Background: an optimization exercise with open tools, aiming at small area. Do not read the settings as production practice.
The RTL was checked by simulation tests, not by an equivalence proof against the original design.

==> trial 21: inputs <==
==> flow/design.v <==
module dff
  #(parameter [0:0] reset_val_p = 1'b0)
  (input [0:0] clk_i
  ,input [0:0] reset_i  
  ,input [0:0] d_i
  ,input [0:0] en_i
  ,output [0:0] q_o);
   logic [0:0] q_r;
   always_ff @(posedge clk_i) begin
      if(reset_i) begin  
	q_r <= reset_val_p;
      end else if (en_i) begin
	q_r <= d_i;
      end
   end
   assign q_o = q_r;
endmodule
module inv
  (input [0:0] a_i
  ,output [0:0] b_o);
   assign b_o = ~a_i;
endmodule
module mux2
  (input [0:0] a_i
  ,input [0:0] b_i
  ,input [0:0] select_i
  ,output [0:0] c_o);
  logic [0:0] c_l;
  always_comb begin
    c_l = a_i;
    if (select_i) begin
    c_l = b_i;
    end
  end
  assign c_o = c_l;
endmodule
module hex2ssd
  (input [3:0] hex_i
  ,output [6:0] ssd_o
  );
logic [6:0] ssd_l;
always_comb begin
  case (hex_i)
  4'h0 : ssd_l = 7'b1000000;  
  4'h1 : ssd_l = 7'b1111001;  
  4'h2 : ssd_l = 7'b0100100;  
  4'h3 : ssd_l = 7'b0110000;  
  4'h4 : ssd_l = 7'b0011001;  
  4'h5 : ssd_l = 7'b0010010;  
  4'h6 : ssd_l = 7'b0000010;  
  4'h7 : ssd_l = 7'b1111000;  
  4'h8 : ssd_l = 7'b0000000;  
  4'h9 : ssd_l = 7'b0011000;  
  4'hA : ssd_l = 7'b0001000;  
  4'hB : ssd_l = 7'b0000011;  
  4'hC : ssd_l = 7'b1000110;  
  4'hD : ssd_l = 7'b0100001;  
  4'hE : ssd_l = 7'b0000110;  
  4'hF : ssd_l = 7'b0001110;  
  default: ssd_l = 7'b1111111; 
  endcase
end
assign ssd_o = ssd_l;
endmodule
module counter
  #(parameter width_p = 4,
    /*verilator lint_off WIDTHTRUNC*/
    parameter [width_p-1:0] reset_val_p = '0)
    /*verilator lint_on WIDTHTRUNC*/
   (input [0:0] clk_i
   ,input [0:0] reset_i
   ,input [0:0] up_i
   ,input [0:0] down_i
   ,output [width_p-1:0] count_o);
   logic [width_p-1:0] count_l;
  always_ff @(posedge clk_i) begin
    if (reset_i)
      count_l <= reset_val_p;
    else if (up_i && !down_i)
      count_l <= count_l + 1'b1;
    else if (!up_i && down_i)
      count_l <= count_l - 1'b1;
    else
      count_l <= count_l;
  end
  assign count_o = count_l;
endmodule
module counter_sat
  #(parameter width_p = 4,
    /*verilator lint_off WIDTHTRUNC*/
    parameter [width_p-1:0] reset_val_p = '0,
    parameter [width_p-1:0] sat_val_p = '0
    )
    /*verilator lint_on WIDTHTRUNC*/
   (input [0:0] clk_i
   ,input [0:0] reset_i
   ,input [0:0] up_i
   ,input [0:0] down_i
   ,output [width_p-1:0] count_o);
  logic [width_p-1:0] count_l;
  always_ff @(posedge clk_i) begin
    if (reset_i)
      count_l <= reset_val_p;
    else if ((up_i && !down_i) && (count_l != sat_val_p))
      count_l <= count_l + 1'b1;
    else if ((!up_i && down_i) && (count_l != {width_p{1'b0}}))
      count_l <= count_l - 1'b1;
    else
      count_l <= count_l;
  end
  assign count_o = count_l;
endmodule
module debounce
  #(parameter min_delay_p = 4
    )
   (input [0:0] clk_i
   ,input [0:0] reset_i
   ,input [0:0] button_i
   ,output [0:0] button_o);
  wire [$clog2(min_delay_p):0] count_l;
  counter_sat
    #(.width_p($clog2(min_delay_p)+1),
      .reset_val_p(0),
      .sat_val_p(min_delay_p)
    )
  counter_sat_inst (
    .clk_i(clk_i),
    .reset_i(reset_i),
    .up_i(button_i),
    .down_i(~button_i),
    .count_o(count_l)
  );
  assign button_o = (count_l == (($clog2(min_delay_p)+1)'(min_delay_p)));
endmodule
module detect_edge
   (input [0:0] clk_i
   ,input [0:0] reset_i
   ,input [0:0] button_i
   ,output [0:0] button_o
   ,output [0:0] unbutton_o
   );
   logic [0:0] button_l;
   logic [0:0] unbutton_l;
   logic [0:0] prevbutton_l;
   always_ff @(posedge clk_i) begin
      if (reset_i) begin
         prevbutton_l <= 1'b0;
         button_l <= 1'b0;
         unbutton_l <= 1'b0;
      end
      else begin
         button_l <= (button_i && !prevbutton_l);
         unbutton_l <= (!button_i && prevbutton_l);
         prevbutton_l <= button_i;
      end
   end
   assign button_o = button_l;
   assign unbutton_o = unbutton_l;
endmodule
module top
  (input [0:0] clk_12mhz_i
  ,input [0:0] reset_n_async_unsafe_i
  ,input [3:1] button_async_unsafe_i
  ,output [7:0] ssd_o
  ,output [5:1] led_o);
   logic [0:0] reset_n_sync_r;
   logic [0:0] reset_r;
   always_ff @(posedge clk_12mhz_i) begin
      reset_n_sync_r <= reset_n_async_unsafe_i;
      reset_r <= ~reset_n_sync_r;
   end
   logic [12:0] tlo_r;
   logic [8:0]  thi_r;    
   wire [0:0] tlo_zero_w = ~|tlo_r[11:0];
   wire [0:0] tlo_fb_w = tlo_r[12] ^ tlo_r[3] ^ tlo_r[2] ^ tlo_r[0] ^ tlo_zero_w;
   logic [9:0] thi_carry_l;
   always_comb begin
      thi_carry_l[0] = tlo_r[12] & tlo_zero_w;
      for (int j = 0; j < 9; j++)
        thi_carry_l[j+1] = thi_carry_l[j] & thi_r[j];
   end
   always_ff @(posedge clk_12mhz_i) begin
      if (reset_r) begin
         tlo_r <= '0;
         thi_r <= '0;
      end else begin
         tlo_r <= {tlo_r[11:0], tlo_fb_w};
         thi_r <= thi_r ^ thi_carry_l[8:0];
      end
   end
   wire [0:0] t13_w = thi_r[0];
   wire [0:0] t21_w = thi_r[8];
   wire [2:0] b1_w;    
   wire [0:0] b2_w;    
   btn1_fsm btn1 (.clk_i(clk_12mhz_i), .reset_i(reset_r), .b_i(button_async_unsafe_i[1]), .o_o(b1_w));
   btn2_fsm btn2 (.clk_i(clk_12mhz_i), .reset_i(reset_r), .b_i(button_async_unsafe_i[2]), .o_o(b2_w));
   wire [0:0] rise1_w = b1_w[0];
   wire [0:0] rise2_w = b2_w[0];
   logic [7:0] count_r;
   logic [8:0] count_carry_l;
   always_comb begin
      count_carry_l[0] = rise1_w ^ rise2_w;
      for (int j = 0; j < 8; j++)
        count_carry_l[j+1] = count_carry_l[j] & (count_r[j] ^ rise2_w);
   end
   always_ff @(posedge clk_12mhz_i) begin
      if (reset_r)
        count_r <= '0;
      else
        count_r <= count_r ^ count_carry_l[7:0];
   end
   wire [3:0] digit_w = t13_w ? count_r[3:0] : count_r[7:4];
   logic [6:0] seg_l;
   always_comb begin
      case (digit_w)
        4'h0 : seg_l = 7'b1000000;
        4'h1 : seg_l = 7'b1111001;
        4'h2 : seg_l = 7'b0100100;
        4'h3 : seg_l = 7'b0110000;
        4'h4 : seg_l = 7'b0011001;
        4'h5 : seg_l = 7'b0010010;
        4'h6 : seg_l = 7'b0000010;
        4'h7 : seg_l = 7'b1111000;
        4'h8 : seg_l = 7'b0000000;
        4'h9 : seg_l = 7'b0011000;
        4'hA : seg_l = 7'b0001000;
        4'hB : seg_l = 7'b0000011;
        4'hC : seg_l = 7'b1000110;
        4'hD : seg_l = 7'b0100001;
        4'hE : seg_l = 7'b0000110;
        default : seg_l = 7'b0001110;
      endcase
   end
   assign ssd_o = {t13_w, seg_l};
   assign led_o = {t21_w, b1_w[2], t13_w, b1_w[1], reset_r};
endmodule
module btn1_fsm(input clk_i, input reset_i, input b_i, output [2:0] o_o);
  logic [3:0] st_r, st_n; logic [2:0] o_l;
  always_comb begin
    case (st_r)
      4'd0: begin st_n = b_i ? 4'd4 : 4'd0; o_l = 3'b000; end
      4'd1: begin st_n = b_i ? 4'd11 : 4'd10; o_l = 3'b000; end
      4'd2: begin st_n = b_i ? 4'd4 : 4'd0; o_l = 3'b010; end  
      4'd3: begin st_n = b_i ? 4'd4 : 4'd0; o_l = 3'b010; end  
      4'd4: begin st_n = b_i ? 4'd8 : 4'd0; o_l = 3'b000; end
      4'd5: begin st_n = b_i ? 4'd11 : 4'd10; o_l = 3'b001; end
      4'd6: begin st_n = b_i ? 4'd4 : 4'd0; o_l = 3'b010; end  
      4'd7: begin st_n = b_i ? 4'd4 : 4'd0; o_l = 3'b010; end  
      4'd8: begin st_n = b_i ? 4'd12 : 4'd4; o_l = 3'b000; end
      4'd9: begin st_n = b_i ? 4'd9 : 4'd1; o_l = 3'b100; end
      4'd10: begin st_n = b_i ? 4'd12 : 4'd4; o_l = 3'b010; end
      4'd11: begin st_n = b_i ? 4'd13 : 4'd5; o_l = 3'b110; end
      4'd12: begin st_n = b_i ? 4'd15 : 4'd8; o_l = 3'b000; end
      4'd13: begin st_n = b_i ? 4'd9 : 4'd1; o_l = 3'b101; end
      4'd14: begin st_n = b_i ? 4'd4 : 4'd0; o_l = 3'b010; end  
      default: begin st_n = b_i ? 4'd13 : 4'd5; o_l = 3'b100; end
    endcase
  end
  always_ff @(posedge clk_i) st_r <= reset_i ? '0 : st_n;
  assign o_o = o_l;
endmodule
module btn2_fsm(input clk_i, input reset_i, input b_i, output [0:0] o_o);
  logic [2:0] st_r, st_n; logic [0:0] o_l;
  always_comb begin
    case (st_r)
      3'd0: begin st_n = b_i ? 3'd1 : 3'd0; o_l = 1'b0; end
      3'd1: begin st_n = b_i ? 3'd3 : 3'd0; o_l = 1'b0; end
      3'd2: begin st_n = b_i ? 3'd5 : 3'd4; o_l = 1'b0; end
      3'd3: begin st_n = b_i ? 3'd7 : 3'd1; o_l = 1'b0; end
      3'd4: begin st_n = b_i ? 3'd2 : 3'd3; o_l = 1'b1; end
      3'd5: begin st_n = b_i ? 3'd6 : 3'd7; o_l = 1'b1; end
      3'd6: begin st_n = b_i ? 3'd6 : 3'd7; o_l = 1'b0; end
      default: begin st_n = b_i ? 3'd2 : 3'd3; o_l = 1'b0; end
    endcase
  end
  always_ff @(posedge clk_i) st_r <= reset_i ? '0 : st_n;
  assign o_o = o_l;
endmodule
==> flow/flow/run.sh <==
#!/bin/bash
# Own layout flow: the standard layout (standard.sh), with
#  - synthesis by flow/my_synth.tcl: the standard synthesis script with ABC's mapping
#    script replaced by flow/area.abc and no adder extraction (registers unchanged);
#  - small port buffers and a clock tree without dummy loads.
# Each step's full output goes to a log file of its own in this folder.
set -euo pipefail
here=$(pwd)
bash standard.sh SYNTH_SCRIPT="$here/flow/my_synth.tcl" ADDER_MAP_FILE= synth > "$here/synth.log" 2>&1
bash standard.sh \
  BUFFER_PORTS_ARGS="-buffer_cell sky130_fd_sc_hd__buf_1" \
  CTS_ARGS="-sink_clustering_enable -repair_clock_nets -dont_use_dummy_load -buf_list sky130_fd_sc_hd__clkbuf_4 sky130_fd_sc_hd__clkbuf_8" \
  finish > "$here/layout.log" 2>&1
==> flow/flow/area.abc <==
strash
&get -n
&syn2
&dch -f
&nf -R 1000
&put
strash
&get -n
&syn2
&dch -f
&nf -R 1000
&put
==> flow/flow/my_synth.tcl <==
# The standard synthesis (synth_recipe.tcl), with ABC's mapping script replaced by an
# area-oriented one. Registers are mapped by dfflibmap before ABC runs, so they are
# the standard synthesis's, with the same names and cells.
proc synth {args} { yosys synth -nofsm -noshare {*}$args }
set ::my_abc_script [file join [file dirname [file normalize [info script]]] area.abc]
proc abc {args} {
  set i [lsearch -exact $args -script]
  if { $i >= 0 } { lset args [expr { $i + 1 }] $::my_abc_script }
  yosys abc {*}$args
}
source $::env(SCRIPTS_DIR)/synth.tcl
# left out here: clear keep_hierarchy, flatten, clean up, hide names made inside functions, write 1_2_yosys.v
==> flow/standard.sh <==
#!/bin/bash
# synth_recipe.tcl (not shown) runs the flow's synth.tcl, then flattens the netlist and writes it again
# the make line also repeats each setting of config.mk as NAME=value (left out here)
make -C /OpenROAD-flow-scripts/flow DESIGN_CONFIG=/design/flow/config.mk WORK_HOME=/design/flow/orfs CLKGATE_MAP_FILE= SYNTH_SCRIPT=/design/flow/synth_recipe.tcl "${@:-finish}"
==> flow/config.mk <==
export PLATFORM = sky130hd
export DESIGN_NAME = top
export DESIGN_NICKNAME = top
export VERILOG_FILES = /design/flow/design.v
export SDC_FILE = /design/flow/constraint.sdc
export NUM_CORES = 4
export LEC_CHECK = 0
export CAP_MARGIN = 20
export CORE_MARGIN = 2
export CORE_UTILIZATION = 40
export SLEW_MARGIN = 20
==> flow/constraint.sdc <==
create_clock -name core_clock -period 10.0 [get_ports {clk_12mhz_i}]
set_input_delay 2.0000 -clock core_clock [delete_from_list [all_inputs] [get_ports {clk_12mhz_i}]]
set_output_delay 2.0000 -clock core_clock [all_outputs]
set_load 0.01 [all_outputs]
==> trial 52 (differences from trial 21) <==
==> flow/run.sh (new file) <==
#!/bin/bash
# synth_recipe.tcl (not shown) runs the flow's synth.tcl, then flattens the netlist and writes it again
# the make line also repeats each setting of config.mk as NAME=value (left out here)
make -C /OpenROAD-flow-scripts/flow DESIGN_CONFIG=/design/flow/config.mk WORK_HOME=/design/flow/orfs CLKGATE_MAP_FILE= SYNTH_SCRIPT=/design/flow/synth_recipe.tcl finish
removed: flow/flow/run.sh
removed: flow/flow/area.abc
removed: flow/flow/my_synth.tcl
removed: flow/standard.sh
==> comparison <==
Between trial 21 and trial 52, the lower synthesized cell count is in trial 21 (gap 9.0%, measured against trial 52). In trial 21 the synthesized area is lower than in trial 52, by about 13%. Trial 52 went through all stages and came out clean. Trial 21 failed in clock tree synthesis (4_1_cts) on STA-0564.
